Context: an optimization exercise on an open-source flow, tuned for small area and a short achievable clock period. The choices shown serve that exercise and are no tape-out recipe. No functional check of the RTL was part of any run shown here. No activity file was given, so power comes from the tool's default toggle rates.

<file path="design/flow/run.sh">
#!/bin/bash
# synth_recipe.tcl (not shown) runs the flow's synth.tcl, then flattens the netlist and writes it again
# the make line also repeats each setting of config.mk as NAME=value (left out here)
make -C /OpenROAD-flow-scripts/flow DESIGN_CONFIG=/design/flow/config.mk WORK_HOME=/design/flow/orfs CLKGATE_MAP_FILE= SYNTH_SCRIPT=/design/flow/synth_recipe.tcl finish
</file>
<file path="design/flow/config.mk">
export PLATFORM = sky130hd
export DESIGN_NAME = multiplier_logic
export DESIGN_NICKNAME = multiplier_logic
export VERILOG_FILES = /design/flow/design.v
export SDC_FILE = /design/flow/constraint.sdc
export NUM_CORES = 4
export LEC_CHECK = 0
export CAP_MARGIN = 20
export CORE_MARGIN = 2
export CORE_UTILIZATION = 40
export SLEW_MARGIN = 20
export SYNTH_HIERARCHICAL = 1
export SYNTH_MINIMUM_KEEP_SIZE = 0
</file>
<file path="design/flow/constraint.sdc">
create_clock -name core_clock -period 4.5 [get_ports {clk}]
set_input_delay 0.9000 -clock core_clock [delete_from_list [all_inputs] [get_ports {clk}]]
set_output_delay 0.9000 -clock core_clock [all_outputs]
set_load 0.01 [all_outputs]
</file>
<file path="design/flow/design.v">
module multiplier_logic (
    input  wire        clk,
    input  wire        rst_n,
    input  wire [15:0] a,
    input  wire [15:0] b,
    output reg  [31:0] y
);
  reg r1_a0;
  reg r1_a1;
  reg r1_a2;
  reg r1_a3;
  reg r1_a4;
  reg r1_a5;
  reg r1_a6;
  reg r1_a7;
  reg r1_a8;
  reg r1_a9;
  reg r1_a10;
  reg r1_a11;
  reg r1_a12;
  reg r1_a13;
  reg r1_a14;
  reg r1_a15;
  reg r1_b0;
  reg r1_b1;
  reg r1_b2;
  reg r1_b3;
  reg r1_b4;
  reg r1_b5;
  reg r1_b6;
  reg r1_b7;
  reg r1_b8;
  reg r1_b9;
  reg r1_b10;
  reg r1_b11;
  reg r1_b12;
  reg r1_b13;
  reg r1_b14;
  reg r1_b15;
  reg r2_p1;
  reg r2_s257;
  reg r2_s261;
  reg r2_s267;
  reg r2_c268;
  reg r2_s273;
  reg r2_c272;
  reg r2_s279;
  reg r2_c274;
  reg r2_s285;
  reg r2_s287;
  reg r2_c288;
  reg r2_s297;
  reg r2_c296;
  reg r2_s305;
  reg r2_s307;
  reg r2_c298;
  reg r2_s317;
  reg r2_c308;
  reg r2_s319;
  reg r2_c320;
  reg r2_s331;
  reg r2_s333;
  reg r2_s343;
  reg r2_s345;
  reg r2_c332;
  reg r2_c334;
  reg r2_s347;
  reg r2_s359;
  reg r2_s361;
  reg r2_c348;
  reg r2_s363;
  reg r2_s377;
  reg r2_c364;
  reg r2_s379;
  reg r2_s381;
  reg r2_c380;
  reg r2_c382;
  reg r2_s399;
  reg r2_s401;
  reg r2_s415;
  reg r2_s417;
  reg r2_c400;
  reg r2_s419;
  reg r2_c402;
  reg r2_s421;
  reg r2_s437;
  reg r2_c420;
  reg r2_c422;
  reg r2_s439;
  reg r2_s441;
  reg r2_s453;
  reg r2_s455;
  reg r2_c440;
  reg r2_s457;
  reg r2_c442;
  reg r2_s459;
  reg r2_c458;
  reg r2_c460;
  reg r2_s475;
  reg r2_s477;
  reg r2_s489;
  reg r2_c476;
  reg r2_s491;
  reg r2_c478;
  reg r2_s493;
  reg r2_s503;
  reg r2_s505;
  reg r2_c492;
  reg r2_c494;
  reg r2_s507;
  reg r2_c508;
  reg r2_s519;
  reg r2_s521;
  reg r2_s531;
  reg r2_c520;
  reg r2_c522;
  reg r2_s533;
  reg r2_s539;
  reg r2_s541;
  reg r2_c534;
  reg r2_s543;
  reg r2_c542;
  reg r2_s549;
  reg r2_c544;
  reg r2_s551;
  reg r2_c552;
  reg r2_s559;
  reg r2_s563;
  reg r2_c560;
  reg r2_s565;
  reg r2_c564;
  reg r2_s569;
  reg r2_c566;
  reg r2_s573;
  reg r2_s575;
  reg r2_c574;
  reg r2_p256;
  reg r2_c576;
  reg r3_r2_p1;
  reg r3_r2_s257;
  reg r3_r2_s261;
  reg r3_r2_s267;
  reg r3_s577;
  reg r3_s581;
  reg r3_s585;
  reg r3_s589;
  reg r3_c590;
  reg r3_s593;
  reg r3_c592;
  reg r3_s595;
  reg r3_c594;
  reg r3_c596;
  reg r3_s597;
  reg r3_s599;
  reg r3_s601;
  reg r3_c602;
  reg r3_s605;
  reg r3_c606;
  reg r3_s609;
  reg r3_c610;
  reg r3_s613;
  reg r3_c614;
  reg r3_s619;
  reg r3_s623;
  reg r3_s625;
  reg r3_s633;
  reg r3_s639;
  reg r3_c634;
  reg r3_c640;
  reg r3_s645;
  reg r3_c646;
  reg r3_s651;
  reg r3_c652;
  reg r3_s655;
  reg r3_s659;
  reg r3_c656;
  reg r3_c660;
  reg r3_s663;
  reg r3_c664;
  reg r3_s667;
  reg r3_c668;
  reg r3_s669;
  reg r3_s671;
  reg r3_c670;
  reg r3_c672;
  reg r3_s673;
  reg r3_r2_s573;
  reg r3_c674;
  reg r3_r2_c574;
  reg r3_r2_s575;
  reg r3_r2_c576;
  reg r3_r2_p256;
  wire p1 = r1_a0 & r1_b0;
  wire p2 = r1_a1 & r1_b0;
  wire p3 = r1_a2 & r1_b0;
  wire p4 = r1_a3 & r1_b0;
  wire p5 = r1_a4 & r1_b0;
  wire p6 = r1_a5 & r1_b0;
  wire p7 = r1_a6 & r1_b0;
  wire p8 = r1_a7 & r1_b0;
  wire p9 = r1_a8 & r1_b0;
  wire p10 = r1_a9 & r1_b0;
  wire p11 = r1_a10 & r1_b0;
  wire p12 = r1_a11 & r1_b0;
  wire p13 = r1_a12 & r1_b0;
  wire p14 = r1_a13 & r1_b0;
  wire p15 = r1_a14 & r1_b0;
  wire p16 = r1_a15 & r1_b0;
  wire p17 = r1_a0 & r1_b1;
  wire p18 = r1_a1 & r1_b1;
  wire p19 = r1_a2 & r1_b1;
  wire p20 = r1_a3 & r1_b1;
  wire p21 = r1_a4 & r1_b1;
  wire p22 = r1_a5 & r1_b1;
  wire p23 = r1_a6 & r1_b1;
  wire p24 = r1_a7 & r1_b1;
  wire p25 = r1_a8 & r1_b1;
  wire p26 = r1_a9 & r1_b1;
  wire p27 = r1_a10 & r1_b1;
  wire p28 = r1_a11 & r1_b1;
  wire p29 = r1_a12 & r1_b1;
  wire p30 = r1_a13 & r1_b1;
  wire p31 = r1_a14 & r1_b1;
  wire p32 = r1_a15 & r1_b1;
  wire p33 = r1_a0 & r1_b2;
  wire p34 = r1_a1 & r1_b2;
  wire p35 = r1_a2 & r1_b2;
  wire p36 = r1_a3 & r1_b2;
  wire p37 = r1_a4 & r1_b2;
  wire p38 = r1_a5 & r1_b2;
  wire p39 = r1_a6 & r1_b2;
  wire p40 = r1_a7 & r1_b2;
  wire p41 = r1_a8 & r1_b2;
  wire p42 = r1_a9 & r1_b2;
  wire p43 = r1_a10 & r1_b2;
  wire p44 = r1_a11 & r1_b2;
  wire p45 = r1_a12 & r1_b2;
  wire p46 = r1_a13 & r1_b2;
  wire p47 = r1_a14 & r1_b2;
  wire p48 = r1_a15 & r1_b2;
  wire p49 = r1_a0 & r1_b3;
  wire p50 = r1_a1 & r1_b3;
  wire p51 = r1_a2 & r1_b3;
  wire p52 = r1_a3 & r1_b3;
  wire p53 = r1_a4 & r1_b3;
  wire p54 = r1_a5 & r1_b3;
  wire p55 = r1_a6 & r1_b3;
  wire p56 = r1_a7 & r1_b3;
  wire p57 = r1_a8 & r1_b3;
  wire p58 = r1_a9 & r1_b3;
  wire p59 = r1_a10 & r1_b3;
  wire p60 = r1_a11 & r1_b3;
  wire p61 = r1_a12 & r1_b3;
  wire p62 = r1_a13 & r1_b3;
  wire p63 = r1_a14 & r1_b3;
  wire p64 = r1_a15 & r1_b3;
  wire p65 = r1_a0 & r1_b4;
  wire p66 = r1_a1 & r1_b4;
  wire p67 = r1_a2 & r1_b4;
  wire p68 = r1_a3 & r1_b4;
  wire p69 = r1_a4 & r1_b4;
  wire p70 = r1_a5 & r1_b4;
  wire p71 = r1_a6 & r1_b4;
  wire p72 = r1_a7 & r1_b4;
  wire p73 = r1_a8 & r1_b4;
  wire p74 = r1_a9 & r1_b4;
  wire p75 = r1_a10 & r1_b4;
  wire p76 = r1_a11 & r1_b4;
  wire p77 = r1_a12 & r1_b4;
  wire p78 = r1_a13 & r1_b4;
  wire p79 = r1_a14 & r1_b4;
  wire p80 = r1_a15 & r1_b4;
  wire p81 = r1_a0 & r1_b5;
  wire p82 = r1_a1 & r1_b5;
  wire p83 = r1_a2 & r1_b5;
  wire p84 = r1_a3 & r1_b5;
  wire p85 = r1_a4 & r1_b5;
  wire p86 = r1_a5 & r1_b5;
  wire p87 = r1_a6 & r1_b5;
  wire p88 = r1_a7 & r1_b5;
  wire p89 = r1_a8 & r1_b5;
  wire p90 = r1_a9 & r1_b5;
  wire p91 = r1_a10 & r1_b5;
  wire p92 = r1_a11 & r1_b5;
  wire p93 = r1_a12 & r1_b5;
  wire p94 = r1_a13 & r1_b5;
  wire p95 = r1_a14 & r1_b5;
  wire p96 = r1_a15 & r1_b5;
  wire p97 = r1_a0 & r1_b6;
  wire p98 = r1_a1 & r1_b6;
  wire p99 = r1_a2 & r1_b6;
  wire p100 = r1_a3 & r1_b6;
  wire p101 = r1_a4 & r1_b6;
  wire p102 = r1_a5 & r1_b6;
  wire p103 = r1_a6 & r1_b6;
  wire p104 = r1_a7 & r1_b6;
  wire p105 = r1_a8 & r1_b6;
  wire p106 = r1_a9 & r1_b6;
  wire p107 = r1_a10 & r1_b6;
  wire p108 = r1_a11 & r1_b6;
  wire p109 = r1_a12 & r1_b6;
  wire p110 = r1_a13 & r1_b6;
  wire p111 = r1_a14 & r1_b6;
  wire p112 = r1_a15 & r1_b6;
  wire p113 = r1_a0 & r1_b7;
  wire p114 = r1_a1 & r1_b7;
  wire p115 = r1_a2 & r1_b7;
  wire p116 = r1_a3 & r1_b7;
  wire p117 = r1_a4 & r1_b7;
  wire p118 = r1_a5 & r1_b7;
  wire p119 = r1_a6 & r1_b7;
  wire p120 = r1_a7 & r1_b7;
  wire p121 = r1_a8 & r1_b7;
  wire p122 = r1_a9 & r1_b7;
  wire p123 = r1_a10 & r1_b7;
  wire p124 = r1_a11 & r1_b7;
  wire p125 = r1_a12 & r1_b7;
  wire p126 = r1_a13 & r1_b7;
  wire p127 = r1_a14 & r1_b7;
  wire p128 = r1_a15 & r1_b7;
  wire p129 = r1_a0 & r1_b8;
  wire p130 = r1_a1 & r1_b8;
  wire p131 = r1_a2 & r1_b8;
  wire p132 = r1_a3 & r1_b8;
  wire p133 = r1_a4 & r1_b8;
  wire p134 = r1_a5 & r1_b8;
  wire p135 = r1_a6 & r1_b8;
  wire p136 = r1_a7 & r1_b8;
  wire p137 = r1_a8 & r1_b8;
  wire p138 = r1_a9 & r1_b8;
  wire p139 = r1_a10 & r1_b8;
  wire p140 = r1_a11 & r1_b8;
  wire p141 = r1_a12 & r1_b8;
  wire p142 = r1_a13 & r1_b8;
  wire p143 = r1_a14 & r1_b8;
  wire p144 = r1_a15 & r1_b8;
  wire p145 = r1_a0 & r1_b9;
  wire p146 = r1_a1 & r1_b9;
  wire p147 = r1_a2 & r1_b9;
  wire p148 = r1_a3 & r1_b9;
  wire p149 = r1_a4 & r1_b9;
  wire p150 = r1_a5 & r1_b9;
  wire p151 = r1_a6 & r1_b9;
  wire p152 = r1_a7 & r1_b9;
  wire p153 = r1_a8 & r1_b9;
  wire p154 = r1_a9 & r1_b9;
  wire p155 = r1_a10 & r1_b9;
  wire p156 = r1_a11 & r1_b9;
  wire p157 = r1_a12 & r1_b9;
  wire p158 = r1_a13 & r1_b9;
  wire p159 = r1_a14 & r1_b9;
  wire p160 = r1_a15 & r1_b9;
  wire p161 = r1_a0 & r1_b10;
  wire p162 = r1_a1 & r1_b10;
  wire p163 = r1_a2 & r1_b10;
  wire p164 = r1_a3 & r1_b10;
  wire p165 = r1_a4 & r1_b10;
  wire p166 = r1_a5 & r1_b10;
  wire p167 = r1_a6 & r1_b10;
  wire p168 = r1_a7 & r1_b10;
  wire p169 = r1_a8 & r1_b10;
  wire p170 = r1_a9 & r1_b10;
  wire p171 = r1_a10 & r1_b10;
  wire p172 = r1_a11 & r1_b10;
  wire p173 = r1_a12 & r1_b10;
  wire p174 = r1_a13 & r1_b10;
  wire p175 = r1_a14 & r1_b10;
  wire p176 = r1_a15 & r1_b10;
  wire p177 = r1_a0 & r1_b11;
  wire p178 = r1_a1 & r1_b11;
  wire p179 = r1_a2 & r1_b11;
  wire p180 = r1_a3 & r1_b11;
  wire p181 = r1_a4 & r1_b11;
  wire p182 = r1_a5 & r1_b11;
  wire p183 = r1_a6 & r1_b11;
  wire p184 = r1_a7 & r1_b11;
  wire p185 = r1_a8 & r1_b11;
  wire p186 = r1_a9 & r1_b11;
  wire p187 = r1_a10 & r1_b11;
  wire p188 = r1_a11 & r1_b11;
  wire p189 = r1_a12 & r1_b11;
  wire p190 = r1_a13 & r1_b11;
  wire p191 = r1_a14 & r1_b11;
  wire p192 = r1_a15 & r1_b11;
  wire p193 = r1_a0 & r1_b12;
  wire p194 = r1_a1 & r1_b12;
  wire p195 = r1_a2 & r1_b12;
  wire p196 = r1_a3 & r1_b12;
  wire p197 = r1_a4 & r1_b12;
  wire p198 = r1_a5 & r1_b12;
  wire p199 = r1_a6 & r1_b12;
  wire p200 = r1_a7 & r1_b12;
  wire p201 = r1_a8 & r1_b12;
  wire p202 = r1_a9 & r1_b12;
  wire p203 = r1_a10 & r1_b12;
  wire p204 = r1_a11 & r1_b12;
  wire p205 = r1_a12 & r1_b12;
  wire p206 = r1_a13 & r1_b12;
  wire p207 = r1_a14 & r1_b12;
  wire p208 = r1_a15 & r1_b12;
  wire p209 = r1_a0 & r1_b13;
  wire p210 = r1_a1 & r1_b13;
  wire p211 = r1_a2 & r1_b13;
  wire p212 = r1_a3 & r1_b13;
  wire p213 = r1_a4 & r1_b13;
  wire p214 = r1_a5 & r1_b13;
  wire p215 = r1_a6 & r1_b13;
  wire p216 = r1_a7 & r1_b13;
  wire p217 = r1_a8 & r1_b13;
  wire p218 = r1_a9 & r1_b13;
  wire p219 = r1_a10 & r1_b13;
  wire p220 = r1_a11 & r1_b13;
  wire p221 = r1_a12 & r1_b13;
  wire p222 = r1_a13 & r1_b13;
  wire p223 = r1_a14 & r1_b13;
  wire p224 = r1_a15 & r1_b13;
  wire p225 = r1_a0 & r1_b14;
  wire p226 = r1_a1 & r1_b14;
  wire p227 = r1_a2 & r1_b14;
  wire p228 = r1_a3 & r1_b14;
  wire p229 = r1_a4 & r1_b14;
  wire p230 = r1_a5 & r1_b14;
  wire p231 = r1_a6 & r1_b14;
  wire p232 = r1_a7 & r1_b14;
  wire p233 = r1_a8 & r1_b14;
  wire p234 = r1_a9 & r1_b14;
  wire p235 = r1_a10 & r1_b14;
  wire p236 = r1_a11 & r1_b14;
  wire p237 = r1_a12 & r1_b14;
  wire p238 = r1_a13 & r1_b14;
  wire p239 = r1_a14 & r1_b14;
  wire p240 = r1_a15 & r1_b14;
  wire p241 = r1_a0 & r1_b15;
  wire p242 = r1_a1 & r1_b15;
  wire p243 = r1_a2 & r1_b15;
  wire p244 = r1_a3 & r1_b15;
  wire p245 = r1_a4 & r1_b15;
  wire p246 = r1_a5 & r1_b15;
  wire p247 = r1_a6 & r1_b15;
  wire p248 = r1_a7 & r1_b15;
  wire p249 = r1_a8 & r1_b15;
  wire p250 = r1_a9 & r1_b15;
  wire p251 = r1_a10 & r1_b15;
  wire p252 = r1_a11 & r1_b15;
  wire p253 = r1_a12 & r1_b15;
  wire p254 = r1_a13 & r1_b15;
  wire p255 = r1_a14 & r1_b15;
  wire p256 = r1_a15 & r1_b15;
  wire s257 = p17 ^ p2;
  wire c258 = p17 & p2;
  wire s259, c260;
  mult_fa u_s259 (.x(p18), .y(p3), .z(p33), .s(s259), .c(c260));
  wire s261 = c258 ^ s259;
  wire c262 = c258 & s259;
  wire s263, c264;
  mult_fa u_s263 (.x(p19), .y(p34), .z(p4), .s(s263), .c(c264));
  wire s265, c266;
  mult_fa u_s265 (.x(p49), .y(c260), .z(s263), .s(s265), .c(c266));
  wire s267 = c262 ^ s265;
  wire c268 = c262 & s265;
  wire s269, c270;
  mult_fa u_s269 (.x(p20), .y(p35), .z(p5), .s(s269), .c(c270));
  wire s271, c272;
  mult_fa u_s271 (.x(p50), .y(p65), .z(c264), .s(s271), .c(c272));
  wire s273, c274;
  mult_fa u_s273 (.x(s269), .y(c266), .z(s271), .s(s273), .c(c274));
  wire s275, c276;
  mult_fa u_s275 (.x(p21), .y(p36), .z(p51), .s(s275), .c(c276));
  wire s277, c278;
  mult_fa u_s277 (.x(p6), .y(p66), .z(p81), .s(s277), .c(c278));
  wire s279, c280;
  mult_fa u_s279 (.x(c270), .y(s275), .z(s277), .s(s279), .c(c280));
  wire s281, c282;
  mult_fa u_s281 (.x(p22), .y(p37), .z(p52), .s(s281), .c(c282));
  wire s283, c284;
  mult_fa u_s283 (.x(p67), .y(p7), .z(p82), .s(s283), .c(c284));
  wire s285, c286;
  mult_fa u_s285 (.x(p97), .y(c276), .z(c278), .s(s285), .c(c286));
  wire s287, c288;
  mult_fa u_s287 (.x(s281), .y(s283), .z(c280), .s(s287), .c(c288));
  wire s289, c290;
  mult_fa u_s289 (.x(p113), .y(p23), .z(p38), .s(s289), .c(c290));
  wire s291, c292;
  mult_fa u_s291 (.x(p53), .y(p68), .z(p8), .s(s291), .c(c292));
  wire s293, c294;
  mult_fa u_s293 (.x(p83), .y(p98), .z(c282), .s(s293), .c(c294));
  wire s295, c296;
  mult_fa u_s295 (.x(c284), .y(s289), .z(s291), .s(s295), .c(c296));
  wire s297, c298;
  mult_fa u_s297 (.x(c286), .y(s293), .z(s295), .s(s297), .c(c298));
  wire s299, c300;
  mult_fa u_s299 (.x(p114), .y(p129), .z(p24), .s(s299), .c(c300));
  wire s301, c302;
  mult_fa u_s301 (.x(p39), .y(p54), .z(p69), .s(s301), .c(c302));
  wire s303, c304;
  mult_fa u_s303 (.x(p84), .y(p9), .z(p99), .s(s303), .c(c304));
  wire s305, c306;
  mult_fa u_s305 (.x(c290), .y(c292), .z(s299), .s(s305), .c(c306));
  wire s307, c308;
  mult_fa u_s307 (.x(s301), .y(s303), .z(c294), .s(s307), .c(c308));
  wire s309, c310;
  mult_fa u_s309 (.x(p10), .y(p100), .z(p115), .s(s309), .c(c310));
  wire s311, c312;
  mult_fa u_s311 (.x(p130), .y(p145), .z(p25), .s(s311), .c(c312));
  wire s313, c314;
  mult_fa u_s313 (.x(p40), .y(p55), .z(p70), .s(s313), .c(c314));
  wire s315, c316;
  mult_fa u_s315 (.x(p85), .y(c300), .z(c302), .s(s315), .c(c316));
  wire s317, c318;
  mult_fa u_s317 (.x(c304), .y(s309), .z(s311), .s(s317), .c(c318));
  wire s319, c320;
  mult_fa u_s319 (.x(s313), .y(c306), .z(s315), .s(s319), .c(c320));
  wire s321, c322;
  mult_fa u_s321 (.x(p101), .y(p11), .z(p116), .s(s321), .c(c322));
  wire s323, c324;
  mult_fa u_s323 (.x(p131), .y(p146), .z(p161), .s(s323), .c(c324));
  wire s325, c326;
  mult_fa u_s325 (.x(p26), .y(p41), .z(p56), .s(s325), .c(c326));
  wire s327, c328;
  mult_fa u_s327 (.x(p71), .y(p86), .z(c310), .s(s327), .c(c328));
  wire s329, c330;
  mult_fa u_s329 (.x(c312), .y(c314), .z(s321), .s(s329), .c(c330));
  wire s331, c332;
  mult_fa u_s331 (.x(s323), .y(s325), .z(c316), .s(s331), .c(c332));
  wire s333, c334;
  mult_fa u_s333 (.x(c318), .y(s327), .z(s329), .s(s333), .c(c334));
  wire s335, c336;
  mult_fa u_s335 (.x(p102), .y(p117), .z(p12), .s(s335), .c(c336));
  wire s337, c338;
  mult_fa u_s337 (.x(p132), .y(p147), .z(p162), .s(s337), .c(c338));
  wire s339, c340;
  mult_fa u_s339 (.x(p177), .y(p27), .z(p42), .s(s339), .c(c340));
  wire s341, c342;
  mult_fa u_s341 (.x(p57), .y(p72), .z(p87), .s(s341), .c(c342));
  wire s343, c344;
  mult_fa u_s343 (.x(c322), .y(c324), .z(c326), .s(s343), .c(c344));
  wire s345, c346;
  mult_fa u_s345 (.x(s335), .y(s337), .z(s339), .s(s345), .c(c346));
  wire s347, c348;
  mult_fa u_s347 (.x(s341), .y(c328), .z(c330), .s(s347), .c(c348));
  wire s349, c350;
  mult_fa u_s349 (.x(p103), .y(p118), .z(p13), .s(s349), .c(c350));
  wire s351, c352;
  mult_fa u_s351 (.x(p133), .y(p148), .z(p163), .s(s351), .c(c352));
  wire s353, c354;
  mult_fa u_s353 (.x(p178), .y(p193), .z(p28), .s(s353), .c(c354));
  wire s355, c356;
  mult_fa u_s355 (.x(p43), .y(p58), .z(p73), .s(s355), .c(c356));
  wire s357, c358;
  mult_fa u_s357 (.x(p88), .y(c336), .z(c338), .s(s357), .c(c358));
  wire s359, c360;
  mult_fa u_s359 (.x(c340), .y(c342), .z(s349), .s(s359), .c(c360));
  wire s361, c362;
  mult_fa u_s361 (.x(s351), .y(s353), .z(s355), .s(s361), .c(c362));
  wire s363, c364;
  mult_fa u_s363 (.x(c344), .y(c346), .z(s357), .s(s363), .c(c364));
  wire s365, c366;
  mult_fa u_s365 (.x(p104), .y(p119), .z(p134), .s(s365), .c(c366));
  wire s367, c368;
  mult_fa u_s367 (.x(p14), .y(p149), .z(p164), .s(s367), .c(c368));
  wire s369, c370;
  mult_fa u_s369 (.x(p179), .y(p194), .z(p209), .s(s369), .c(c370));
  wire s371, c372;
  mult_fa u_s371 (.x(p29), .y(p44), .z(p59), .s(s371), .c(c372));
  wire s373, c374;
  mult_fa u_s373 (.x(p74), .y(p89), .z(c350), .s(s373), .c(c374));
  wire s375, c376;
  mult_fa u_s375 (.x(c352), .y(c354), .z(c356), .s(s375), .c(c376));
  wire s377, c378;
  mult_fa u_s377 (.x(s365), .y(s367), .z(s369), .s(s377), .c(c378));
  wire s379, c380;
  mult_fa u_s379 (.x(s371), .y(c358), .z(c360), .s(s379), .c(c380));
  wire s381, c382;
  mult_fa u_s381 (.x(c362), .y(s373), .z(s375), .s(s381), .c(c382));
  wire s383, c384;
  mult_fa u_s383 (.x(p105), .y(p120), .z(p135), .s(s383), .c(c384));
  wire s385, c386;
  mult_fa u_s385 (.x(p15), .y(p150), .z(p165), .s(s385), .c(c386));
  wire s387, c388;
  mult_fa u_s387 (.x(p180), .y(p195), .z(p210), .s(s387), .c(c388));
  wire s389, c390;
  mult_fa u_s389 (.x(p225), .y(p30), .z(p45), .s(s389), .c(c390));
  wire s391, c392;
  mult_fa u_s391 (.x(p60), .y(p75), .z(p90), .s(s391), .c(c392));
  wire s393, c394;
  mult_fa u_s393 (.x(c366), .y(c368), .z(c370), .s(s393), .c(c394));
  wire s395, c396;
  mult_fa u_s395 (.x(c372), .y(s383), .z(s385), .s(s395), .c(c396));
  wire s397, c398;
  mult_fa u_s397 (.x(s387), .y(s389), .z(s391), .s(s397), .c(c398));
  wire s399, c400;
  mult_fa u_s399 (.x(c374), .y(c376), .z(c378), .s(s399), .c(c400));
  wire s401, c402;
  mult_fa u_s401 (.x(s393), .y(s395), .z(s397), .s(s401), .c(c402));
  wire s403, c404;
  mult_fa u_s403 (.x(p106), .y(p121), .z(p136), .s(s403), .c(c404));
  wire s405, c406;
  mult_fa u_s405 (.x(p151), .y(p16), .z(p166), .s(s405), .c(c406));
  wire s407, c408;
  mult_fa u_s407 (.x(p181), .y(p196), .z(p211), .s(s407), .c(c408));
  wire s409, c410;
  mult_fa u_s409 (.x(p226), .y(p241), .z(p31), .s(s409), .c(c410));
  wire s411, c412;
  mult_fa u_s411 (.x(p46), .y(p61), .z(p76), .s(s411), .c(c412));
  wire s413, c414;
  mult_fa u_s413 (.x(p91), .y(c384), .z(c386), .s(s413), .c(c414));
  wire s415, c416;
  mult_fa u_s415 (.x(c388), .y(c390), .z(c392), .s(s415), .c(c416));
  wire s417, c418;
  mult_fa u_s417 (.x(s403), .y(s405), .z(s407), .s(s417), .c(c418));
  wire s419, c420;
  mult_fa u_s419 (.x(s409), .y(s411), .z(c394), .s(s419), .c(c420));
  wire s421, c422;
  mult_fa u_s421 (.x(c396), .y(c398), .z(s413), .s(s421), .c(c422));
  wire s423, c424;
  mult_fa u_s423 (.x(p107), .y(p122), .z(p137), .s(s423), .c(c424));
  wire s425, c426;
  mult_fa u_s425 (.x(p152), .y(p167), .z(p182), .s(s425), .c(c426));
  wire s427, c428;
  mult_fa u_s427 (.x(p197), .y(p212), .z(p227), .s(s427), .c(c428));
  wire s429, c430;
  mult_fa u_s429 (.x(p242), .y(p32), .z(p47), .s(s429), .c(c430));
  wire s431, c432;
  mult_fa u_s431 (.x(p62), .y(p77), .z(p92), .s(s431), .c(c432));
  wire s433, c434;
  mult_fa u_s433 (.x(c404), .y(c406), .z(c408), .s(s433), .c(c434));
  wire s435, c436;
  mult_fa u_s435 (.x(c410), .y(c412), .z(s423), .s(s435), .c(c436));
  wire s437, c438;
  mult_fa u_s437 (.x(s425), .y(s427), .z(s429), .s(s437), .c(c438));
  wire s439, c440;
  mult_fa u_s439 (.x(s431), .y(c414), .z(c416), .s(s439), .c(c440));
  wire s441, c442;
  mult_fa u_s441 (.x(c418), .y(s433), .z(s435), .s(s441), .c(c442));
  wire s443, c444;
  mult_fa u_s443 (.x(p108), .y(p123), .z(p138), .s(s443), .c(c444));
  wire s445, c446;
  mult_fa u_s445 (.x(p153), .y(p168), .z(p183), .s(s445), .c(c446));
  wire s447, c448;
  mult_fa u_s447 (.x(p198), .y(p213), .z(p228), .s(s447), .c(c448));
  wire s449, c450;
  mult_fa u_s449 (.x(p243), .y(p48), .z(p63), .s(s449), .c(c450));
  wire s451, c452;
  mult_fa u_s451 (.x(p78), .y(p93), .z(c424), .s(s451), .c(c452));
  wire s453, c454;
  mult_fa u_s453 (.x(c426), .y(c428), .z(c430), .s(s453), .c(c454));
  wire s455, c456;
  mult_fa u_s455 (.x(c432), .y(s443), .z(s445), .s(s455), .c(c456));
  wire s457, c458;
  mult_fa u_s457 (.x(s447), .y(s449), .z(c434), .s(s457), .c(c458));
  wire s459, c460;
  mult_fa u_s459 (.x(c436), .y(c438), .z(s451), .s(s459), .c(c460));
  wire s461, c462;
  mult_fa u_s461 (.x(p109), .y(p124), .z(p139), .s(s461), .c(c462));
  wire s463, c464;
  mult_fa u_s463 (.x(p154), .y(p169), .z(p184), .s(s463), .c(c464));
  wire s465, c466;
  mult_fa u_s465 (.x(p199), .y(p214), .z(p229), .s(s465), .c(c466));
  wire s467, c468;
  mult_fa u_s467 (.x(p244), .y(p64), .z(p79), .s(s467), .c(c468));
  wire s469, c470;
  mult_fa u_s469 (.x(p94), .y(c444), .z(c446), .s(s469), .c(c470));
  wire s471, c472;
  mult_fa u_s471 (.x(c448), .y(c450), .z(s461), .s(s471), .c(c472));
  wire s473, c474;
  mult_fa u_s473 (.x(s463), .y(s465), .z(s467), .s(s473), .c(c474));
  wire s475, c476;
  mult_fa u_s475 (.x(c452), .y(c454), .z(c456), .s(s475), .c(c476));
  wire s477, c478;
  mult_fa u_s477 (.x(s469), .y(s471), .z(s473), .s(s477), .c(c478));
  wire s479, c480;
  mult_fa u_s479 (.x(p110), .y(p125), .z(p140), .s(s479), .c(c480));
  wire s481, c482;
  mult_fa u_s481 (.x(p155), .y(p170), .z(p185), .s(s481), .c(c482));
  wire s483, c484;
  mult_fa u_s483 (.x(p200), .y(p215), .z(p230), .s(s483), .c(c484));
  wire s485, c486;
  mult_fa u_s485 (.x(p245), .y(p80), .z(p95), .s(s485), .c(c486));
  wire s487, c488;
  mult_fa u_s487 (.x(c462), .y(c464), .z(c466), .s(s487), .c(c488));
  wire s489, c490;
  mult_fa u_s489 (.x(c468), .y(s479), .z(s481), .s(s489), .c(c490));
  wire s491, c492;
  mult_fa u_s491 (.x(s483), .y(s485), .z(c470), .s(s491), .c(c492));
  wire s493, c494;
  mult_fa u_s493 (.x(c472), .y(c474), .z(s487), .s(s493), .c(c494));
  wire s495, c496;
  mult_fa u_s495 (.x(p111), .y(p126), .z(p141), .s(s495), .c(c496));
  wire s497, c498;
  mult_fa u_s497 (.x(p156), .y(p171), .z(p186), .s(s497), .c(c498));
  wire s499, c500;
  mult_fa u_s499 (.x(p201), .y(p216), .z(p231), .s(s499), .c(c500));
  wire s501, c502;
  mult_fa u_s501 (.x(p246), .y(p96), .z(c480), .s(s501), .c(c502));
  wire s503, c504;
  mult_fa u_s503 (.x(c482), .y(c484), .z(c486), .s(s503), .c(c504));
  wire s505, c506;
  mult_fa u_s505 (.x(s495), .y(s497), .z(s499), .s(s505), .c(c506));
  wire s507, c508;
  mult_fa u_s507 (.x(c488), .y(c490), .z(s501), .s(s507), .c(c508));
  wire s509, c510;
  mult_fa u_s509 (.x(p112), .y(p127), .z(p142), .s(s509), .c(c510));
  wire s511, c512;
  mult_fa u_s511 (.x(p157), .y(p172), .z(p187), .s(s511), .c(c512));
  wire s513, c514;
  mult_fa u_s513 (.x(p202), .y(p217), .z(p232), .s(s513), .c(c514));
  wire s515, c516;
  mult_fa u_s515 (.x(p247), .y(c496), .z(c498), .s(s515), .c(c516));
  wire s517, c518;
  mult_fa u_s517 (.x(c500), .y(s509), .z(s511), .s(s517), .c(c518));
  wire s519, c520;
  mult_fa u_s519 (.x(s513), .y(c502), .z(c504), .s(s519), .c(c520));
  wire s521, c522;
  mult_fa u_s521 (.x(c506), .y(s515), .z(s517), .s(s521), .c(c522));
  wire s523, c524;
  mult_fa u_s523 (.x(p128), .y(p143), .z(p158), .s(s523), .c(c524));
  wire s525, c526;
  mult_fa u_s525 (.x(p173), .y(p188), .z(p203), .s(s525), .c(c526));
  wire s527, c528;
  mult_fa u_s527 (.x(p218), .y(p233), .z(p248), .s(s527), .c(c528));
  wire s529, c530;
  mult_fa u_s529 (.x(c510), .y(c512), .z(c514), .s(s529), .c(c530));
  wire s531, c532;
  mult_fa u_s531 (.x(s523), .y(s525), .z(s527), .s(s531), .c(c532));
  wire s533, c534;
  mult_fa u_s533 (.x(c516), .y(c518), .z(s529), .s(s533), .c(c534));
  wire s535, c536;
  mult_fa u_s535 (.x(p144), .y(p159), .z(p174), .s(s535), .c(c536));
  wire s537, c538;
  mult_fa u_s537 (.x(p189), .y(p204), .z(p219), .s(s537), .c(c538));
  wire s539, c540;
  mult_fa u_s539 (.x(p234), .y(p249), .z(c524), .s(s539), .c(c540));
  wire s541, c542;
  mult_fa u_s541 (.x(c526), .y(c528), .z(s535), .s(s541), .c(c542));
  wire s543, c544;
  mult_fa u_s543 (.x(s537), .y(c530), .z(c532), .s(s543), .c(c544));
  wire s545, c546;
  mult_fa u_s545 (.x(p160), .y(p175), .z(p190), .s(s545), .c(c546));
  wire s547, c548;
  mult_fa u_s547 (.x(p205), .y(p220), .z(p235), .s(s547), .c(c548));
  wire s549, c550;
  mult_fa u_s549 (.x(p250), .y(c536), .z(c538), .s(s549), .c(c550));
  wire s551, c552;
  mult_fa u_s551 (.x(s545), .y(s547), .z(c540), .s(s551), .c(c552));
  wire s553, c554;
  mult_fa u_s553 (.x(p176), .y(p191), .z(p206), .s(s553), .c(c554));
  wire s555, c556;
  mult_fa u_s555 (.x(p221), .y(p236), .z(p251), .s(s555), .c(c556));
  wire s557, c558;
  mult_fa u_s557 (.x(c546), .y(c548), .z(s553), .s(s557), .c(c558));
  wire s559, c560;
  mult_fa u_s559 (.x(s555), .y(c550), .z(s557), .s(s559), .c(c560));
  wire s561, c562;
  mult_fa u_s561 (.x(p192), .y(p207), .z(p222), .s(s561), .c(c562));
  wire s563, c564;
  mult_fa u_s563 (.x(p237), .y(p252), .z(c554), .s(s563), .c(c564));
  wire s565, c566;
  mult_fa u_s565 (.x(c556), .y(s561), .z(c558), .s(s565), .c(c566));
  wire s567, c568;
  mult_fa u_s567 (.x(p208), .y(p223), .z(p238), .s(s567), .c(c568));
  wire s569, c570;
  mult_fa u_s569 (.x(p253), .y(c562), .z(s567), .s(s569), .c(c570));
  wire s571, c572;
  mult_fa u_s571 (.x(p224), .y(p239), .z(p254), .s(s571), .c(c572));
  wire s573, c574;
  mult_fa u_s573 (.x(c568), .y(s571), .z(c570), .s(s573), .c(c574));
  wire s575, c576;
  mult_fa u_s575 (.x(p240), .y(p255), .z(c572), .s(s575), .c(c576));
  wire s577 = r2_c268 ^ r2_s273;
  wire c578 = r2_c268 & r2_s273;
  wire s579, c580;
  mult_fa u_s579 (.x(r2_c272), .y(r2_c274), .z(r2_s279), .s(s579), .c(c580));
  wire s581 = c578 ^ s579;
  wire c582 = c578 & s579;
  wire s583, c584;
  mult_fa u_s583 (.x(r2_s285), .y(r2_s287), .z(c580), .s(s583), .c(c584));
  wire s585 = c582 ^ s583;
  wire c586 = c582 & s583;
  wire s587, c588;
  mult_fa u_s587 (.x(r2_c288), .y(r2_s297), .z(c584), .s(s587), .c(c588));
  wire s589 = c586 ^ s587;
  wire c590 = c586 & s587;
  wire s591, c592;
  mult_fa u_s591 (.x(r2_c296), .y(r2_c298), .z(r2_s305), .s(s591), .c(c592));
  wire s593, c594;
  mult_fa u_s593 (.x(r2_s307), .y(s591), .z(c588), .s(s593), .c(c594));
  wire s595, c596;
  mult_fa u_s595 (.x(r2_c308), .y(r2_s317), .z(r2_s319), .s(s595), .c(c596));
  wire s597, c598;
  mult_fa u_s597 (.x(r2_c320), .y(r2_s331), .z(r2_s333), .s(s597), .c(c598));
  wire s599, c600;
  mult_fa u_s599 (.x(r2_c332), .y(r2_c334), .z(r2_s343), .s(s599), .c(c600));
  wire s601, c602;
  mult_fa u_s601 (.x(r2_s345), .y(r2_s347), .z(c598), .s(s601), .c(c602));
  wire s603, c604;
  mult_fa u_s603 (.x(r2_c348), .y(r2_s359), .z(r2_s361), .s(s603), .c(c604));
  wire s605, c606;
  mult_fa u_s605 (.x(r2_s363), .y(c600), .z(s603), .s(s605), .c(c606));
  wire s607, c608;
  mult_fa u_s607 (.x(r2_c364), .y(r2_s377), .z(r2_s379), .s(s607), .c(c608));
  wire s609, c610;
  mult_fa u_s609 (.x(r2_s381), .y(c604), .z(s607), .s(s609), .c(c610));
  wire s611, c612;
  mult_fa u_s611 (.x(r2_c380), .y(r2_c382), .z(r2_s399), .s(s611), .c(c612));
  wire s613, c614;
  mult_fa u_s613 (.x(r2_s401), .y(c608), .z(s611), .s(s613), .c(c614));
  wire s615, c616;
  mult_fa u_s615 (.x(r2_c400), .y(r2_c402), .z(r2_s415), .s(s615), .c(c616));
  wire s617, c618;
  mult_fa u_s617 (.x(r2_s417), .y(r2_s419), .z(r2_s421), .s(s617), .c(c618));
  wire s619, c620;
  mult_fa u_s619 (.x(c612), .y(s615), .z(s617), .s(s619), .c(c620));
  wire s621, c622;
  mult_fa u_s621 (.x(r2_c420), .y(r2_c422), .z(r2_s437), .s(s621), .c(c622));
  wire s623, c624;
  mult_fa u_s623 (.x(r2_s439), .y(r2_s441), .z(c616), .s(s623), .c(c624));
  wire s625, c626;
  mult_fa u_s625 (.x(c618), .y(s621), .z(c620), .s(s625), .c(c626));
  wire s627, c628;
  mult_fa u_s627 (.x(r2_c440), .y(r2_c442), .z(r2_s453), .s(s627), .c(c628));
  wire s629, c630;
  mult_fa u_s629 (.x(r2_s455), .y(r2_s457), .z(r2_s459), .s(s629), .c(c630));
  wire s631, c632;
  mult_fa u_s631 (.x(c622), .y(s627), .z(s629), .s(s631), .c(c632));
  wire s633, c634;
  mult_fa u_s633 (.x(c624), .y(s631), .z(c626), .s(s633), .c(c634));
  wire s635, c636;
  mult_fa u_s635 (.x(r2_c458), .y(r2_c460), .z(r2_s475), .s(s635), .c(c636));
  wire s637, c638;
  mult_fa u_s637 (.x(r2_s477), .y(c628), .z(c630), .s(s637), .c(c638));
  wire s639, c640;
  mult_fa u_s639 (.x(s635), .y(c632), .z(s637), .s(s639), .c(c640));
  wire s641, c642;
  mult_fa u_s641 (.x(r2_c476), .y(r2_c478), .z(r2_s489), .s(s641), .c(c642));
  wire s643, c644;
  mult_fa u_s643 (.x(r2_s491), .y(r2_s493), .z(c636), .s(s643), .c(c644));
  wire s645, c646;
  mult_fa u_s645 (.x(s641), .y(c638), .z(s643), .s(s645), .c(c646));
  wire s647, c648;
  mult_fa u_s647 (.x(r2_c492), .y(r2_c494), .z(r2_s503), .s(s647), .c(c648));
  wire s649, c650;
  mult_fa u_s649 (.x(r2_s505), .y(r2_s507), .z(c642), .s(s649), .c(c650));
  wire s651, c652;
  mult_fa u_s651 (.x(s647), .y(c644), .z(s649), .s(s651), .c(c652));
  wire s653, c654;
  mult_fa u_s653 (.x(r2_c508), .y(r2_s519), .z(r2_s521), .s(s653), .c(c654));
  wire s655, c656;
  mult_fa u_s655 (.x(c648), .y(s653), .z(c650), .s(s655), .c(c656));
  wire s657, c658;
  mult_fa u_s657 (.x(r2_c520), .y(r2_c522), .z(r2_s531), .s(s657), .c(c658));
  wire s659, c660;
  mult_fa u_s659 (.x(r2_s533), .y(c654), .z(s657), .s(s659), .c(c660));
  wire s661, c662;
  mult_fa u_s661 (.x(r2_c534), .y(r2_s539), .z(r2_s541), .s(s661), .c(c662));
  wire s663, c664;
  mult_fa u_s663 (.x(r2_s543), .y(c658), .z(s661), .s(s663), .c(c664));
  wire s665, c666;
  mult_fa u_s665 (.x(r2_c542), .y(r2_c544), .z(r2_s549), .s(s665), .c(c666));
  wire s667, c668;
  mult_fa u_s667 (.x(r2_s551), .y(c662), .z(s665), .s(s667), .c(c668));
  wire s669, c670;
  mult_fa u_s669 (.x(r2_c552), .y(r2_s559), .z(c666), .s(s669), .c(c670));
  wire s671, c672;
  mult_fa u_s671 (.x(r2_c560), .y(r2_s563), .z(r2_s565), .s(s671), .c(c672));
  wire s673, c674;
  mult_fa u_s673 (.x(r2_c564), .y(r2_c566), .z(r2_s569), .s(s673), .c(c674));
  wire s675 = r3_c592 ^ r3_c594;
  wire c676 = r3_c592 & r3_c594;
  wire s677 = r3_c596 ^ r3_s597;
  wire c678 = r3_c596 & r3_s597;
  wire s679 = r3_s599 ^ r3_s601;
  wire c680 = r3_s599 & r3_s601;
  wire s681 = r3_c602 ^ r3_s605;
  wire c682 = r3_c602 & r3_s605;
  wire s683 = r3_c606 ^ r3_s609;
  wire c684 = r3_c606 & r3_s609;
  wire s685 = r3_c610 ^ r3_s613;
  wire c686 = r3_c610 & r3_s613;
  wire s687 = r3_c614 ^ r3_s619;
  wire c688 = r3_c614 & r3_s619;
  wire s689 = r3_s623 ^ r3_s625;
  wire c690 = r3_s623 & r3_s625;
  wire [31:0] ra = {1'b0, r3_r2_c576, r3_r2_c574, r3_c674, r3_c672, r3_c670, r3_c668, r3_c664, r3_c660, r3_c656, r3_c652, r3_c646, r3_c640, r3_c634, r3_s633, c688, c686, c684, c682, c680, c678, c676, r3_s595, r3_c590, r3_s589, r3_s585, r3_s581, r3_s577, r3_r2_s267, r3_r2_s261, r3_r2_s257, r3_r2_p1};
  wire [31:0] rb = {1'b0, r3_r2_p256, r3_r2_s575, r3_r2_s573, r3_s673, r3_s671, r3_s669, r3_s667, r3_s663, r3_s659, r3_s655, r3_s651, r3_s645, r3_s639, c690, s689, s687, s685, s683, s681, s679, s677, s675, r3_s593, 1'b0, 1'b0, 1'b0, 1'b0, 1'b0, 1'b0, 1'b0, 1'b0};
  wire [31:0] prod = ra + rb;
  reg [31:0] q4;
  always @(posedge clk) q4 <= prod;
  always @(posedge clk) begin
    r1_a0 <= a[0];
    r1_a1 <= a[1];
    r1_a2 <= a[2];
    r1_a3 <= a[3];
    r1_a4 <= a[4];
    r1_a5 <= a[5];
    r1_a6 <= a[6];
    r1_a7 <= a[7];
    r1_a8 <= a[8];
    r1_a9 <= a[9];
    r1_a10 <= a[10];
    r1_a11 <= a[11];
    r1_a12 <= a[12];
    r1_a13 <= a[13];
    r1_a14 <= a[14];
    r1_a15 <= a[15];
    r1_b0 <= b[0];
    r1_b1 <= b[1];
    r1_b2 <= b[2];
    r1_b3 <= b[3];
    r1_b4 <= b[4];
    r1_b5 <= b[5];
    r1_b6 <= b[6];
    r1_b7 <= b[7];
    r1_b8 <= b[8];
    r1_b9 <= b[9];
    r1_b10 <= b[10];
    r1_b11 <= b[11];
    r1_b12 <= b[12];
    r1_b13 <= b[13];
    r1_b14 <= b[14];
    r1_b15 <= b[15];
    r2_p1 <= p1;
    r2_s257 <= s257;
    r2_s261 <= s261;
    r2_s267 <= s267;
    r2_c268 <= c268;
    r2_s273 <= s273;
    r2_c272 <= c272;
    r2_s279 <= s279;
    r2_c274 <= c274;
    r2_s285 <= s285;
    r2_s287 <= s287;
    r2_c288 <= c288;
    r2_s297 <= s297;
    r2_c296 <= c296;
    r2_s305 <= s305;
    r2_s307 <= s307;
    r2_c298 <= c298;
    r2_s317 <= s317;
    r2_c308 <= c308;
    r2_s319 <= s319;
    r2_c320 <= c320;
    r2_s331 <= s331;
    r2_s333 <= s333;
    r2_s343 <= s343;
    r2_s345 <= s345;
    r2_c332 <= c332;
    r2_c334 <= c334;
    r2_s347 <= s347;
    r2_s359 <= s359;
    r2_s361 <= s361;
    r2_c348 <= c348;
    r2_s363 <= s363;
    r2_s377 <= s377;
    r2_c364 <= c364;
    r2_s379 <= s379;
    r2_s381 <= s381;
    r2_c380 <= c380;
    r2_c382 <= c382;
    r2_s399 <= s399;
    r2_s401 <= s401;
    r2_s415 <= s415;
    r2_s417 <= s417;
    r2_c400 <= c400;
    r2_s419 <= s419;
    r2_c402 <= c402;
    r2_s421 <= s421;
    r2_s437 <= s437;
    r2_c420 <= c420;
    r2_c422 <= c422;
    r2_s439 <= s439;
    r2_s441 <= s441;
    r2_s453 <= s453;
    r2_s455 <= s455;
    r2_c440 <= c440;
    r2_s457 <= s457;
    r2_c442 <= c442;
    r2_s459 <= s459;
    r2_c458 <= c458;
    r2_c460 <= c460;
    r2_s475 <= s475;
    r2_s477 <= s477;
    r2_s489 <= s489;
    r2_c476 <= c476;
    r2_s491 <= s491;
    r2_c478 <= c478;
    r2_s493 <= s493;
    r2_s503 <= s503;
    r2_s505 <= s505;
    r2_c492 <= c492;
    r2_c494 <= c494;
    r2_s507 <= s507;
    r2_c508 <= c508;
    r2_s519 <= s519;
    r2_s521 <= s521;
    r2_s531 <= s531;
    r2_c520 <= c520;
    r2_c522 <= c522;
    r2_s533 <= s533;
    r2_s539 <= s539;
    r2_s541 <= s541;
    r2_c534 <= c534;
    r2_s543 <= s543;
    r2_c542 <= c542;
    r2_s549 <= s549;
    r2_c544 <= c544;
    r2_s551 <= s551;
    r2_c552 <= c552;
    r2_s559 <= s559;
    r2_s563 <= s563;
    r2_c560 <= c560;
    r2_s565 <= s565;
    r2_c564 <= c564;
    r2_s569 <= s569;
    r2_c566 <= c566;
    r2_s573 <= s573;
    r2_s575 <= s575;
    r2_c574 <= c574;
    r2_p256 <= p256;
    r2_c576 <= c576;
    r3_r2_p1 <= r2_p1;
    r3_r2_s257 <= r2_s257;
    r3_r2_s261 <= r2_s261;
    r3_r2_s267 <= r2_s267;
    r3_s577 <= s577;
    r3_s581 <= s581;
    r3_s585 <= s585;
    r3_s589 <= s589;
    r3_c590 <= c590;
    r3_s593 <= s593;
    r3_c592 <= c592;
    r3_s595 <= s595;
    r3_c594 <= c594;
    r3_c596 <= c596;
    r3_s597 <= s597;
    r3_s599 <= s599;
    r3_s601 <= s601;
    r3_c602 <= c602;
    r3_s605 <= s605;
    r3_c606 <= c606;
    r3_s609 <= s609;
    r3_c610 <= c610;
    r3_s613 <= s613;
    r3_c614 <= c614;
    r3_s619 <= s619;
    r3_s623 <= s623;
    r3_s625 <= s625;
    r3_s633 <= s633;
    r3_s639 <= s639;
    r3_c634 <= c634;
    r3_c640 <= c640;
    r3_s645 <= s645;
    r3_c646 <= c646;
    r3_s651 <= s651;
    r3_c652 <= c652;
    r3_s655 <= s655;
    r3_s659 <= s659;
    r3_c656 <= c656;
    r3_c660 <= c660;
    r3_s663 <= s663;
    r3_c664 <= c664;
    r3_s667 <= s667;
    r3_c668 <= c668;
    r3_s669 <= s669;
    r3_s671 <= s671;
    r3_c670 <= c670;
    r3_c672 <= c672;
    r3_s673 <= s673;
    r3_r2_s573 <= r2_s573;
    r3_c674 <= c674;
    r3_r2_c574 <= r2_c574;
    r3_r2_s575 <= r2_s575;
    r3_r2_c576 <= r2_c576;
    r3_r2_p256 <= r2_p256;
  end
  reg [3:0] v;
  always @(posedge clk) begin
    if (!rst_n) begin
      v <= 4'd0;
      y <= 32'd0;
    end else begin
      v <= {v[2:0], 1'b1};
      y <= v[3] ? q4 : 32'd0;
    end
  end
endmodule
module mult_fa (input wire x, input wire y, input wire z, output wire s, output wire c);
  assign s = x ^ y ^ z;
  assign c = (x & y) | (x & z) | (y & z);
endmodule
</file>
==> results of run 1 <==
modules after synthesis, one instance, submodules excluded:
module | area, um^2 | copies in the design | cells inside | flops+latches
mult_fa | 20.0 | 202 | 1 | 0
multiplier_logic | 8370 | 1 | 752 | 253
synth_stat cells:
cell       number  area share, %
nor2b_4         1           0.11
o21ai_1         4           0.16
and4_1          1          0.071
a21oi_2         1          0.071
a2111oi_2       1           0.12
and3b_1         1          0.071
o221ai_2        1           0.12
clkbuf_1       39            1.2
a31oi_1         2           0.10
ha_1           38            3.8
inv_1           8           0.24
o21bai_1        1          0.060
fa_1          203             33
a21o_1          3           0.18
o21a_1          3           0.18
nand2_1        17           0.51
o211a_4         1           0.14
o21ai_0         8           0.32
a21oi_1        24           0.97
a41oi_4         1           0.22
o31ai_4         2           0.34
nand3_1         8           0.32
and2_1        261             13
nand2b_1        1          0.050
xnor2_1        14           0.99
buf_2           1          0.040
nor4b_1         1          0.071
nand3_2         1          0.081
nand4_1         2           0.10
a21boi_0        2           0.12
dfxtp_1       253             41
and3_1         32            1.6
a31oi_4         1           0.17
xor2_1          5           0.35
o31ai_1         1          0.060
nor2_1          9           0.27
nor3_1          2          0.081
worst paths after layout:
kind | start | to | slack [ps] | cells after the start
worst max-delay path | r1_b8 | r2_c478 | 1840 | 4
worst min-delay path | r3_r2_s257 | q4[1] | 330 | 0
worst max register to register | r1_b8 | r2_c478 | 1840 | 4
worst min register to register | r3_r2_s257 | q4[1] | 330 | 0
critical path, stage by stage, from the launching register on:
cell and delay, ps:
dfxtp_1 830, and2_1 250, fa_1 450, fa_1 510, fa_1 480
area by class of cell:
cell class | instances | area [um^2]
clock buffers | 34 | 752
repair buffers | 65 | 651
inverters | 8 | 30.0
well taps | 396 | 495
fillers | 2769 | 16200
flip-flops and latches | 253 | 5060
clock inverters | 16 | 186
multi-input cells | 653 | 7170
through the flow:
step	utilization (%)	setup WS, ps	instances
floorplan	-	2230	954
global placement	43.8	1880	1375
detailed placement	43.8	1820	1375
CTS	46.9	1840	1425
global route	46.9	1780	1425
finish	46.9	1840	1425
power groups by stage:
stage	Combinational (mW)	Sequential, mW	Clock [mW]
after global placement	2.87	3.31	0
after CTS	2.95	3.27	2.35
after floorplan	2.22	3.17	0
final	2.91	3.27	2.27
after detailed placement	2.93	3.32	0
after global routing	3.36	3.33	2.44
logic make-up after synthesis:
logic type,after synthesis,share of synthesized area [%]
flops,253,40.8
buf+inv,48,1.46
simple gates,337,16.5
fa+ha+maj,241,36.6
xor+xnor,19,1.34
compound gates,56,3.35
routing by layer:
layer  up-vias  global-route usage (%)  routed length [um]
met2       196                    24.9               11200
met4         0                    5.29                 609
met1      3410                    23.0               12200
met3        47                    3.15                1610
met5         -                       0                   0
li1       3115                       -                   -
==> impl_metrics.toml, run 1 <==
[finish]
final_common_cell = "and2_1"
reg_top3 = "q4: 32 flops, y: 32 flops, v: 4 flops"
area_growth_syn_to_layout_pct = 15.6
drive_gt1_share_pct = 5.64
nets = 1283
final_cell_mix = "and2_1 (261), dfxtp_1 (253), fa_1 (203)"
finish.instance_area_um2 = 14400
diodes = 0

[routing]
viasPerCell = 4.75
drtIter0Drc = 384
via_count = 6768
drtAntennaViolNets = 0
drt_wl_total_um = 25600
wl_per_cell_um = 18.0
firstDrtPassIters = 4
drc = 0

[timing]
totalNegativeSetupSlack_ps = 0
slew_viol_final = 0
whs_ps = 326
post-route-period-util_pct = 59.1
finalSetupViolCount = 0
hold_violations = 0
tightest_slew_ps = 920
period_minus_slack_ps = 2660
rsz0062_at_grt = "false"
fin_skew_ps = 18.7
maxSlewHeadroom_pct = 38.5
fmax_mhz = 376

[cts]
cts_setup_buffers = 0
clockBufferDepth = 3
cts_tree = "built"
clk_latency_ps = 540
ctsHoldBuffers = 0
cts.sink_count = 253
clkSlewWorstSetupHoldPaths_ps = 60
cts_made_buffers = 27
cts-root-buf = "clkbuf_16"
cts_resized = 0
cts_max_level = 1

[run_status]
status = "no timing/DRC/antenna violations"

[pwr]
comb_power_share_pct = 34.4
clkPwrFrac_pct = 26.9
power_mw = 8.44
p_per_area_nw_per_um2 = 588
internal_power_mw = 5.66
p_sw_mw = 2.78
seqPwrFrac_pct = 38.7
power.share.switching_pct = 33.0
p_leak_nw = 6.15
peakVddDrop_v = 0.000291

[synthesis]
ys_seq_area_share_pct = 40.8
ys_warn_count = 7
synth_seq_cells = 253
synth_nets = 1229
syn_area_um2 = 12400
ys_types = 37
syn_inst = 954
syn-mean-instance-area_um2 = 13.0

[floorplanning]
fp.coreArea_um2 = 30600
start_util_pct = 40.6
die-area_um2 = 32500
die_y_um = 180
io_pins = 66
die_x_um = 180
rows = 64

[worst_setup_path]
cp.required_ps = 4890
crit_fanout = 16
critical_path.startpoint_type = "flop"
crit_path_end_kind = "flop"
crit_type = "flop to flop"
critical_path_arrival_ps = 3050

[global_route]
grt_max_degree = 37
grt_pass1_vias = 7619
antenna_found_initial = 0
grt_pass1_wl_um = 41500
grtUsageTotal_pct = 16.2
grt_remaining_overflow = 0

[flow_run]
max_cap_violations = 0

[place]
port-buffer-count = 65
gp_congestion = 0.822
dp_hpwl_um = 17700
placed_area_um2 = 13400

[min_path]
hold_class = "flop to flop"
==> run 2, diff against run 1 <==
--- a/design/flow/config.mk
+++ b/design/flow/config.mk
@@ -8,6 +8,7 @@
 export CAP_MARGIN = 20
 export CORE_MARGIN = 2
 export CORE_UTILIZATION = 40
+export SETUP_SLACK_MARGIN = 2.1
 export SLEW_MARGIN = 20
 export SYNTH_HIERARCHICAL = 1
 export SYNTH_MINIMUM_KEEP_SIZE = 0
==> impl_metrics.toml, run 2 <==
[worst_setup_path]
critical_path.startpoint_type = "flop"
cp.required_ps = 4910
worstReg2RegEnd = "q4[28]"
crit_fanout = 3
crit_type = "flop to flop"
worstReg2RegStart = "r3_c592"
ff2ff_path_depth = 10
critical_path_arrival_ps = 2780
rrSetupSlack_ps = 2130
crit_path_end_kind = "flop"

[synthesis]
syn_inst = 954
async_reset_ff_share_pct = 0
synth_area_leader_cell = "dfxtp_1"
ys_warn_count = 7
synth_top_area_share_pct = 40.8
synthTopCellsByCount = "and2_1 (261), dfxtp_1 (253), fa_1 (203)"
synth.most_common_cell = "and2_1"
synth_nets = 1229
syn_area_um2 = 12400
ys_types = 37
synth_flop_cell = "dfxtp_1"
syn-mean-instance-area_um2 = 13.0
synth_seq_cells = 253
synth-edff-count = 0
synth.area.top_cells = "dfxtp_1 (41%), fa_1 (33%), and2_1 (13%)"
ys_seq_area_share_pct = 40.8

[min_path]
min_path_cells = 0
hold_start = "r3_r2_s267"
hold_class = "flop to flop"
hold_end = "q4[3]"

[global_route]
antenna_found_initial = 0
grt_pass1_wl_um = 41600
grt_remaining_overflow = 0
grtUsageTotal_pct = 16.2
grt_max_degree = 37
grt_pass1_vias = 7640

[cts]
clkSlewWorstSetupHoldPaths_ps = 60
ctsHoldBuffers = 0
cts-root-buf = "clkbuf_16"
cts_made_buffers = 27
cts.sink_count = 253
clk_latency_ps = 530
clockBufferDepth = 3
cts_tree = "built"
cts_max_level = 1

[timing]
rsz0062_at_grt = "true"
maxSlewHeadroom_pct = 38.3
fmax_mhz = 422
slew_viol_final = 0
tightest_slew_ps = 922
totalNegativeSetupSlack_ps = 0
finalSetupViolCount = 0
fin_skew_ps = 18.7
post-route-period-util_pct = 52.7
whs_ps = 326
period_minus_slack_ps = 2370
hold_violations = 0

[finish]
final_core_util_pct = 47.5
reg_top3 = "q4: 32 flops, y: 32 flops, v: 4 flops"
fill_cells = 2765
area_growth_syn_to_layout_pct = 17.0
diodes = 0
final_cell_mix = "and2_1 (261), dfxtp_1 (218), fa_1 (201)"
final_common_cell = "and2_1"
drive_gt1_share_pct = 10.3
nets = 1287

[routing]
viasPerCell = 4.75
via_count = 6785
drt_wl_total_um = 25700
drtAntennaViolNets = 0
drc = 0
firstDrtPassIters = 4
drtIter0Drc = 317
wl_per_cell_um = 18.0

[floorplanning]
die_y_um = 180
die_x_um = 180
start_util_pct = 40.6
rows = 64
io_pins = 66
fp.coreArea_um2 = 30600
die-area_um2 = 32500

[pwr]
p_leak_nw = 6.17
p_per_area_nw_per_um2 = 590
peakVddDrop_v = 0.000292

[place]
gp_congestion = 0.822
dp_hpwl_um = 17700
port-buffer-count = 65

[run_status]
status = "no timing/DRC/antenna violations"

[flow_run]
max_cap_violations = 0
[run 2: cell counts after synthesis]
No cell type changed its count.
[run 2: per-stage QoR]
stage,setup WS (ps),cells,area [um^2],power [mW]
final,2130,1429,14500,8.57
after global routing,2020,1429,14500,9.28
after detailed placement,1820,1375,13400,6.25
after CTS,2110,1427,14400,8.61
after global placement,1880,1375,13400,6.18
after floorplan,2230,954,12400,5.40
[run 2: how the worst max path moves through the flow]
stage,start,end,slack [ps],depth (start not counted)
after floorplan,r3_c592,q4[28],2230,10
after global placement,r1_a4,r2_s477,1880,4
after detailed placement,r1_b8,r2_s401,1820,4
after CTS,r3_c592,q4[28],2110,10
after global routing,r3_c592,q4[28],2020,10
final,r3_c592,q4[28],2130,10
[run 2: timing repair]
item                       CTS  global route
gates resized for setup     34            30
setup endpoints to repair   58            16
setup buffers                2             2
pin swaps                    5             8
[run 2: final cells by class]
type | instances | area, um^2 | area share, %
inverter | 8 | 30.0 | 0.207
timing repair buffer | 69 | 681 | 4.69
clock buffer | 34 | 752 | 5.18
clock inverter | 16 | 186 | 1.28
multi-input combinational | 653 | 7230 | 49.8
tap | 396 | 495 | 3.41
sequential | 253 | 5150 | 35.5
[run 2: worst max-delay path, stage by stage, from the launching register on]
cell	delay (ps)
dfxtp_2	330
ha_4	270
inv_2	40
fa_2	380
nor2b_4	160
o31ai_4	80
a31oi_4	220
a41oi_4	170
o31ai_4	320
a31oi_1	140
xnor2_1	140
[run 2: Yosys stat by module, one instance, submodules excluded]
module / cells / area, um^2 / flip-flops and latches
mult_fa: 1 / 20.0 / 0
multiplier_logic: 752 / 8370 / 253
[run 2: logic make-up (layout without fill, tap and decap cells)]
group	Yosys count	count (layout)	synth area share, %
DFF	253	253	40.8
buffers and inverters	48	127	1.46
adders and majority gates	241	241	36.6
xor gates and xnor gates	19	19	1.34
AOI/OAI and AO/OA	56	56	3.35
and+or+nand+nor	337	337	16.5
[run 2: report_power, final]
part	switching, mW	total (mW)	internal, mW	leakage (nW)
registers	0.333	3.27	2.94	2.12
clock network	0.903	2.27	1.37	0.459
logic	1.59	3.04	1.44	3.60
total	2.83	8.57	5.75	6.17
[run 2: metal layers]
layer	part of all wire [%]	routed length, um	global-route usage (%)
met5	0	0	0
met2	44	11300	25.1
met3	6.8	1750	3.15
met4	2.3	598	5.29
met1	47	12000	23.0

separate check: timing with driven ports:
How much do the figures lean on ideal ports? The routed layouts below were timed once more, with nothing changed but the port constraints. Step 1: set_driving_cell puts a clkbuf_16 on clk and a buf_2 on each other input, an assumption about the parent block. Step 2, shift: input delay + t, output delay - t, t = (earliest + latest rising clock arrival at the registers) / 2. This alone moves slack from input paths to output paths. Slacks: ideal / step 1 / step 2; pairs: ideal / step 1.
run	shift t [ns]	slack for setup (ns)	worst setup path after step 2
run 1	0.573	1.841 / 1.841 / 1.841	register to register
run 2	0.572	2.129 / 2.129 / 2.118	input to register
After both steps setup and hold are still met in every run listed. For run 2, which loses most, drivers alone change the setup slack by 0.000 ns; drivers and shift together by -0.011 ns.
